This is an optimization exercise on Yosys and OpenROAD, whose aim is a short achievable clock period and few clock cycles per item, not a production implementation.
Function was checked by simulation only, so behaviour that the tests miss may differ from the original.
No activity file was given, so power comes from the tool's default toggle rates.

==> flow/design.v <==
`default_nettype none
module cpu(
	input clk,
	input rst,
	output reg [31:0] address,
	input [31:0] dataIn,
	output reg [31:0] dataOut,
	output reg writeEnable,
	output reg [3:0] writeMask,
	output reg transactionBegin,
	input transactionEnd
);
localparam [6:0] OPIMM = 7'd19;
localparam [6:0] LUI   = 7'd55;
localparam [6:0] AUIPC = 7'd23;
localparam [6:0] OP    = 7'd51;
localparam [6:0] JAL   = 7'd111;
localparam [6:0] JALR  = 7'd103;
localparam [6:0] BR    = 7'd99;
localparam [6:0] LD    = 7'd3;
localparam [6:0] ST    = 7'd35;
localparam [26:0] RF   = 27'h7000000;    
reg phF, phA, phB, phM, phW, phZ, phY, phP;
reg fresh;          
reg [31:0] pc;      
reg [31:0] pc4;     
reg [31:0] pcB;     
reg [31:0] jbase;   
reg [31:0] j4;      
reg [31:0] eaddr;   
reg [31:0] t1, t0;  
reg sx7, sx15;      
reg [31:0] ir;      
reg [31:0] r1;      
reg [31:0] r1s;     
reg [31:0] imm;     
reg [31:0] r2x;     
reg zcin;           
reg [4:0] zsa;      
reg brFlag;         
wire [6:0] op  = ir[6:0];
wire [2:0] f3  = ir[14:12];
wire [6:0] f7  = ir[31:25];
wire [4:0] rs2 = ir[24:20];
wire [4:0] rd  = ir[11:7];
wire iOPIMM = op == OPIMM;
wire iAUIPC = op == AUIPC;
wire iOP    = op == OP;
wire iJAL   = op == JAL;
wire iJALR  = op == JALR;
wire iBR    = op == BR;
wire iLD    = op == LD;
wire iST    = op == ST;
wire [31:0] Bimm  = { {20{ir[31]}}, ir[7], ir[30:25], ir[11:8], 1'b0 };
wire [31:0] Jimm  = { {12{ir[31]}}, ir[19:12], ir[20], ir[30:21], 1'b0 };
wire [31:0] Uimm  = { ir[31:12], 12'h000 };
wire [31:0] S2imm = { {20{ir[31]}}, ir[30:25], ir[11:7], 1'b0 };
wire [31:0] rdAddr = { RF, rd };
wire f7ok = f7 == 7'd0 || f7 == 7'd16;
wire zOp = f3 == 3'd0 || f3 == 3'd2 || f3 == 3'd3;
wire subOp = f3 == 3'd2 || f3 == 3'd3 || (f3 == 3'd0 && f7 == 7'd16);
wire [31:0] Iimm = { {20{ir[31]}}, ir[31:20] };
wire immSub = iOPIMM && (f3 == 3'd2 || f3 == 3'd3);
wire opSub = (iOP && subOp) || iBR;
wire [6:0] dop  = dataIn[6:0];
wire [2:0] df3  = dataIn[14:12];
wire [4:0] drs1 = dataIn[19:15];
wire [4:0] drs2 = dataIn[24:20];
wire [4:0] drd  = dataIn[11:7];
wire [31:0] dI  = { {20{dataIn[31]}}, dataIn[31:20] };
wire [31:0] dS2 = { {20{dataIn[31]}}, dataIn[30:25], dataIn[11:7], 1'b0 };
function [31:0] rev;
	input [31:0] x;
	integer i;
	begin
		for (i = 0; i < 32; i = i + 1) rev[i] = x[31 - i];
	end
endfunction
function flagF;
	input eq;
	input neg;
	input [2:0] f3;
	begin
		case (f3)
			3'd0: flagF = eq;
			3'd1: flagF = ~eq;
			3'd2, 3'd3: flagF = 1'b0;
			default: flagF = neg;
		endcase
	end
endfunction
wire logicOp = f3 == 3'd4 || f3 == 3'd6 || f3 == 3'd7;
function [63:0] logicT;    
	input [31:0] k;
	input [2:0] f3;
	begin
		case (f3)
			3'd4: logicT = {~k, k};
			3'd6: logicT = {32'hffffffff, k};
			default: logicT = {k, 32'd0};
		endcase
	end
endfunction
wire flagA = flagF(dataIn == 32'd0, dataIn[31], f3);
wire [31:0] dB = r1 - dataIn;
wire flagB = flagF(r1 == dataIn, dB[31], f3);
wire [31:0] perBit = (dataIn & t1) | (~dataIn & t0) |
                     ({32{sx7 & dataIn[7]}} & 32'hffffff00) | ({32{sx15 & dataIn[15]}} & 32'hffff0000);
wire [33:0] zfull = {1'b0, r1, 1'b1} + {1'b0, r2x, zcin};
wire [31:0] zsum = zfull[32:1];
wire zcout = zfull[33];
wire [31:0] zp = r1 ^ r2x;
wire [31:0] zo = r1 | r2x;
wire [7:0] zlo = {1'b0, r1[6:0]} + {1'b0, r2x[6:0]} + {7'd0, zcin};
wire zsmall = (zlo[7] == zp[7]) && (zp[31:8] == zo[30:7]);
wire [31:0] zsh = r1s << zsa;
reg [31:0] aluZ;
always @(*) begin
	case (f3)
		3'd0: aluZ = (f7 == 7'd0 || (iOP && f7 == 7'd16)) ? zsum : 32'd0;
		3'd1: aluZ = zsh;
		3'd2: aluZ = {31'd0, zcout};
		3'd3: aluZ = {31'd0, ~zsmall};
		3'd5: aluZ = f7ok ? rev(zsh) : 32'd0;
		3'd4, 3'd6: aluZ = imm;
		default: aluZ = 32'd0;
	endcase
end
reg [3:0] smask;
always @(*) begin
	case (f3)
		3'd0: smask = 4'b0001;
		3'd1: smask = 4'b0011;
		3'd2: smask = 4'b1111;
		default: smask = 4'b0000;
	endcase
end
wire [31:0] pcB_now = pc + Bimm;
reg nF, nA, nB, nM, nW, nZ, nY, nP;
reg nbeg, nwe;
reg [3:0] nwm;
reg [31:0] naddr, ndout;
reg [31:0] ea, zaddr, zdata;
reg [63:0] tt;
always @(*) begin
	nF = 0; nA = 0; nB = 0; nM = 0; nW = 0; nZ = 0; nY = 0; nP = 0;
	nbeg = 1; nwe = 0; nwm = 4'hf;
	if (phF) begin
		if (dop == OPIMM || dop == LD || dop == JALR || dop == OP || dop == BR || dop == ST) begin
			if (drs1 != 5'd0) nA = 1;
			else if (dop == LD) nM = 1;
			else if (dop == JALR) begin nW = 1; nwe = 1; end
			else if (dop != OPIMM && drs2 != 5'd0) nB = 1;
			else begin nP = 1; nbeg = 0; end
		end
		else if (dop == LUI || dop == JAL) begin nW = 1; nwe = 1; end
		else if (dop == AUIPC) begin nZ = 1; nbeg = 0; end
		else nF = 1;
	end
	else if (phA) begin
		if ((iOP || iBR || iST) && rs2 != 5'd0) nB = 1;
		else if (((iOPIMM || iOP) && logicOp) || iJALR) begin nW = 1; nwe = 1; end
		else if (iBR) begin
			nY = ~f3[1] | f3[2]; nF = ~nY; nbeg = nF;
		end
		else begin nZ = 1; nbeg = 0; end
	end
	else if (phB) begin
		if (iST) begin nM = 1; nwe = 1; nwm = smask; end
		else if (iBR) begin nY = ~f3[1] | f3[2]; nF = ~nY; nbeg = nF; end
		else if (logicOp) begin nW = 1; nwe = 1; end
		else begin nZ = 1; nbeg = 0; end
	end
	else if (phZ) begin
		if (iLD) nM = 1;
		else if (iST) begin nM = 1; nwe = 1; nwm = smask; end
		else if (iBR) nF = 1;
		else begin nW = 1; nwe = 1; end
	end
	else if (phM) begin
		if (iLD) begin nW = 1; nwe = 1; end
		else nF = 1;
	end
	else if (phP) begin nZ = 1; nbeg = 0; end
	else nF = 1;    
	if (phF) begin
		if (dop == OPIMM || dop == LD || dop == JALR || dop == OP || dop == BR || dop == ST) begin
			if (drs1 != 5'd0) naddr = { RF, drs1 };
			else if (dop == LD) naddr = dI;
			else if (dop == JALR) naddr = { RF, drd };
			else naddr = { RF, drs2 };
		end
		else if (dop == LUI || dop == JAL) naddr = { RF, drd };
		else naddr = pc;
	end
	else if (phZ) naddr = zaddr;
	else if (phY) naddr = brFlag ? pc4 : pcB;
	else if (phW && (iJAL || iJALR)) naddr = jbase + j4;
	else naddr = eaddr;
	if (phF) ndout = (dop == LUI) ? { dataIn[31:12], 12'h000 } : pc;
	else if (phZ) ndout = zdata;
	else ndout = perBit;
	if (iLD || iST) zaddr = zsum;
	else if (iBR) zaddr = (f3 == 3'd0) ? pc4 : pcB_now;    
	else zaddr = rdAddr;
	if (iAUIPC) zdata = pc + Uimm;
	else if (iST) zdata = 32'd0;
	else zdata = aluZ;
	if (phA) ea = ((iOP || iBR || iST) && rs2 != 5'd0) ? { RF, rs2 } : iBR ? pcB_now : rdAddr;
	else if (phB) ea = iST ? r1 + S2imm : iBR ? pcB_now : rdAddr;
	else if (phM) ea = iLD ? rdAddr : pc4;
	else ea = pc4;
	if (phA) tt = iJALR ? {pc, pc} : logicT(imm, f3);
	else if (phB) tt = iST ? {32'hffffffff, 32'd0} : logicT(r1, f3);
	else begin
		case (f3)
			3'd0, 3'd4: tt = {32'h000000ff, 32'd0};
			3'd1, 3'd5: tt = {32'h0000ffff, 32'd0};
			default: tt = {32'hffffffff, 32'd0};
		endcase
	end
end
always @(posedge clk) begin
	if (rst) begin
		phF <= 1; phA <= 0; phB <= 0; phM <= 0; phW <= 0; phZ <= 0; phY <= 0; phP <= 0;
		fresh <= 0;
		zsa <= 0;
		transactionBegin <= 1;
		address <= 0;
		dataOut <= 0;
		writeEnable <= 0;
		writeMask <= 0;
		pc <= 0;
		pc4 <= 0;
		pcB <= 0;
		jbase <= 0;
		j4 <= 0;
		eaddr <= 0;
		t1 <= 0;
		t0 <= 0;
		sx7 <= 0;
		sx15 <= 0;
		ir <= 0;
		r1 <= 0;
		r1s <= 0;
		imm <= 0;
		r2x <= 0;
		zcin <= 0;
		brFlag <= 0;
	end
	else begin
		address <= naddr;
		dataOut <= ndout;
		writeEnable <= nwe;
		writeMask <= nwm;
		if (transactionBegin) begin
			transactionBegin <= 0;
		end
		else if (phZ || phY || phP || transactionEnd) begin
			transactionBegin <= nbeg;
			phF <= nF; phA <= nA; phB <= nB; phM <= nM; phW <= nW; phZ <= nZ; phY <= nY; phP <= nP;
		end
		if (transactionBegin && phF) pc <= address;
		pc4 <= pc + 32'd4;
		pcB <= pcB_now;
		jbase <= iJAL ? pc : r1;
		j4 <= Jimm + 32'd4;
		eaddr <= ea;
		{t1, t0} <= tt;
		sx7 <= phM && iLD && f3 == 3'd4;
		sx15 <= phM && iLD && f3 == 3'd5;
		brFlag <= phA ? flagA : flagB;
		if (phF) begin
			ir <= dataIn;
			r1 <= 0;
			r1s <= 0;
			imm <= (dop == OPIMM) ? dI : 32'd0;
			zsa <= (dop == OPIMM) ? dataIn[24:20] : 5'd0;
		end
		if (phA) begin
			r1 <= dataIn;
			r1s <= (f3 == 3'd5) ? rev(dataIn) : dataIn;
		end
		fresh <= phF && transactionEnd;
		if (fresh) begin
			if (iOPIMM) r2x <= immSub ? ~Iimm : Iimm;
			else if (iLD) r2x <= Iimm;
			else if (iST) r2x <= S2imm;
			else r2x <= {32{opSub}};
			zcin <= immSub | opSub;
		end
		if (phB) begin
			r2x <= subOp ? ~dataIn : dataIn;
			zsa <= dataIn[4:0];
		end
	end
end
endmodule
==> flow/config.mk <==
export PLATFORM = sky130hd
export DESIGN_NAME = cpu
export DESIGN_NICKNAME = cpu
export VERILOG_FILES = /design/flow/design.v
export SDC_FILE = /design/flow/constraint.sdc
export NUM_CORES = 4
export LEC_CHECK = 0
export ABC_CLOCK_PERIOD_IN_PS = 2500
export CAP_MARGIN = 20
export CORE_MARGIN = 2
export CORE_UTILIZATION = 25
export PLACE_DENSITY = 0.45
export SETUP_SLACK_MARGIN = 5
export SLEW_MARGIN = 20
export TNS_END_PERCENT = 100
==> flow/constraint.sdc <==
create_clock -name core_clock -period 8.0 [get_ports {clk}]
set_input_delay 1.6000 -clock core_clock [delete_from_list [all_inputs] [get_ports {clk}]]
set_output_delay 1.6000 -clock core_clock [all_outputs]
set_load 0.01 [all_outputs]
standard.sh (not shown) runs the stock make flow with config.mk's settings and CLKGATE_MAP_FILE= SYNTH_SCRIPT=/design/flow/synth_recipe.tcl, a recipe that flattens the netlist after the stock synthesis.
==> flow/flow/run.sh <==
#!/bin/bash
# The standard layout (the standard.sh: ORFS synthesis to final layout),
# with ORFS's timing repair aimed further below the clock period: the repair
# margin SETUP_SLACK_MARGIN is raised from 5 ns to 8 ns. Everything else,
# including the synthesis, the clock period and the constraints, is the
# standard flow's. The full output of the flow goes to flow.log.
set -euo pipefail
sed 's/SETUP_SLACK_MARGIN=[0-9.]*/SETUP_SLACK_MARGIN=8/' standard.sh > standard_margin.sh
grep -q 'SETUP_SLACK_MARGIN=8' standard_margin.sh
bash standard_margin.sh > flow.log 2>&1
Testbench counts at the start, summed over its fixed seeds: cycles 259,151, transactions 96,000.
Edit:
--- a/flow/design.v
+++ b/flow/design.v
@@ -32,8 +32,9 @@
 reg sx7, sx15;      
 reg [31:0] ir;      
 reg [31:0] r1;      
 reg [31:0] r1s;     
+reg zx;             
 reg [31:0] imm;     
 reg [31:0] r2x;     
 reg zcin;           
 reg [4:0] zsa;      
@@ -113,8 +114,18 @@
 wire [31:0] zo = r1 | r2x;
 wire [7:0] zlo = {1'b0, r1[6:0]} + {1'b0, r2x[6:0]} + {7'd0, zcin};
 wire zsmall = (zlo[7] == zp[7]) && (zp[31:8] == zo[30:7]);
 wire [31:0] zsh = r1s << zsa;
+reg [31:0] aluI;
+always @(*) begin
+	case (f3)
+		3'd0: aluI = (f7 == 7'd0) ? Iimm : 32'd0;
+		3'd2: aluI = {31'd0, Iimm == 32'd0};                                     
+		3'd3: aluI = {31'd0, ~(Iimm == 32'd0 || (ir[31:27] == 5'h1f && ir[26:20] != 7'd0))};   
+		3'd4, 3'd6: aluI = Iimm;
+		default: aluI = 32'd0;
+	endcase
+end
 reg [31:0] aluZ;
 always @(*) begin
 	case (f3)
 		3'd0: aluZ = (f7 == 7'd0 || (iOP && f7 == 7'd16)) ? zsum : 32'd0;
@@ -134,9 +145,21 @@
 		3'd2: smask = 4'b1111;
 		default: smask = 4'b0000;
 	endcase
 end
-wire [31:0] pcB_now = pc + Bimm;
+function [31:0] addSx;
+	input [31:0] x;
+	input [15:0] o;
+	input s;
+	reg [16:0] lo;
+	begin
+		lo = {1'b0, x[15:0]} + {1'b0, o};
+		addSx[15:0] = lo[15:0];
+		addSx[31:16] = lo[16] ? (s ? x[31:16] : x[31:16] + 16'd1) : (s ? x[31:16] - 16'd1 : x[31:16]);
+	end
+endfunction
+wire [31:0] pcB_now = addSx(pc, Bimm[15:0], ir[31]);
+wire [31:0] sAddr_now = addSx(r1, S2imm[15:0], ir[31]);
 reg nF, nA, nB, nM, nW, nZ, nY, nP;
 reg nbeg, nwe;
 reg [3:0] nwm;
 reg [31:0] naddr, ndout;
@@ -149,9 +172,10 @@
 		if (dop == OPIMM || dop == LD || dop == JALR || dop == OP || dop == BR || dop == ST) begin
 			if (drs1 != 5'd0) nA = 1;
 			else if (dop == LD) nM = 1;
 			else if (dop == JALR) begin nW = 1; nwe = 1; end
-			else if (dop != OPIMM && drs2 != 5'd0) nB = 1;
+			else if (dop == OPIMM) begin nZ = 1; nbeg = 0; end
+			else if (drs2 != 5'd0) nB = 1;
 			else begin nP = 1; nbeg = 0; end
 		end
 		else if (dop == LUI || dop == JAL) begin nW = 1; nwe = 1; end
 		else if (dop == AUIPC) begin nZ = 1; nbeg = 0; end
@@ -200,15 +224,16 @@
 	if (phF) ndout = (dop == LUI) ? { dataIn[31:12], 12'h000 } : pc;
 	else if (phZ) ndout = zdata;
 	else ndout = perBit;
 	if (iLD || iST) zaddr = zsum;
-	else if (iBR) zaddr = (f3 == 3'd0) ? pc4 : pcB_now;    
+	else if (iBR) zaddr = (f3 == 3'd0) ? pc4 : pcB;    
 	else zaddr = rdAddr;
 	if (iAUIPC) zdata = pc + Uimm;
 	else if (iST) zdata = 32'd0;
+	else if (zx) zdata = aluI;
 	else zdata = aluZ;
 	if (phA) ea = ((iOP || iBR || iST) && rs2 != 5'd0) ? { RF, rs2 } : iBR ? pcB_now : rdAddr;
-	else if (phB) ea = iST ? r1 + S2imm : iBR ? pcB_now : rdAddr;
+	else if (phB) ea = iST ? sAddr_now : iBR ? pcB_now : rdAddr;
 	else if (phM) ea = iLD ? rdAddr : pc4;
 	else ea = pc4;
 	if (phA) tt = iJALR ? {pc, pc} : logicT(imm, f3);
 	else if (phB) tt = iST ? {32'hffffffff, 32'd0} : logicT(r1, f3);
@@ -223,8 +248,9 @@
 always @(posedge clk) begin
 	if (rst) begin
 		phF <= 1; phA <= 0; phB <= 0; phM <= 0; phW <= 0; phZ <= 0; phY <= 0; phP <= 0;
 		fresh <= 0;
+		zx <= 0;
 		zsa <= 0;
 		transactionBegin <= 1;
 		address <= 0;
 		dataOut <= 0;
@@ -281,8 +307,9 @@
 			r1 <= dataIn;
 			r1s <= (f3 == 3'd5) ? rev(dataIn) : dataIn;
 		end
 		fresh <= phF && transactionEnd;
+		zx <= phF && dop == OPIMM && drs1 == 5'd0;
 		if (fresh) begin
 			if (iOPIMM) r2x <= immSub ? ~Iimm : Iimm;
 			else if (iLD) r2x <= Iimm;
 			else if (iST) r2x <= S2imm;
Synthesized cell count came out lower by 2.4%.
Via count is lower by 1.4%.
Synthesized area came out lower by 3.1%.
Clock power hardly moves.
Worst setup slack gets worse by 240 ps.
Total power goes down by about 4%.
Clock-buffer cell count came out lower by 8.
Die area shrinks by about 3%.
Cell area is about the same.
Worst hold slack degrades by 6.2 ps.
Wire length increases by about 0.43%.
Testbench counts after the change, summed over its fixed seeds: cycles 258,280, transactions 96,000.

[static timing again, ports no longer ideal]
Ports are ideal in the flow. The routed layouts listed here were re-timed in OpenROAD. Step 1 assumes that a clkbuf_16 drives the clock port and a buf_2 every other input. Step 2, shift: input delay + t, output delay - t, t = (earliest + latest rising clock arrival at the registers) / 2. This alone moves slack from input paths to output paths. a / b / c = no drivers / after step 1 / after step 2; a / b = the first two.
run	t, ns	slack for setup (ns)	cell pins on the clock port's net
the first run	0.776	4.922 / 4.922 / 4.219	1
the second run	0.749	4.687 / 4.687 / 4.234	1
After both steps setup and hold are still met in every run listed. The setup slack of the first run, which loses most, moves by 0.000 ns with the drivers and by -0.703 ns with both steps.
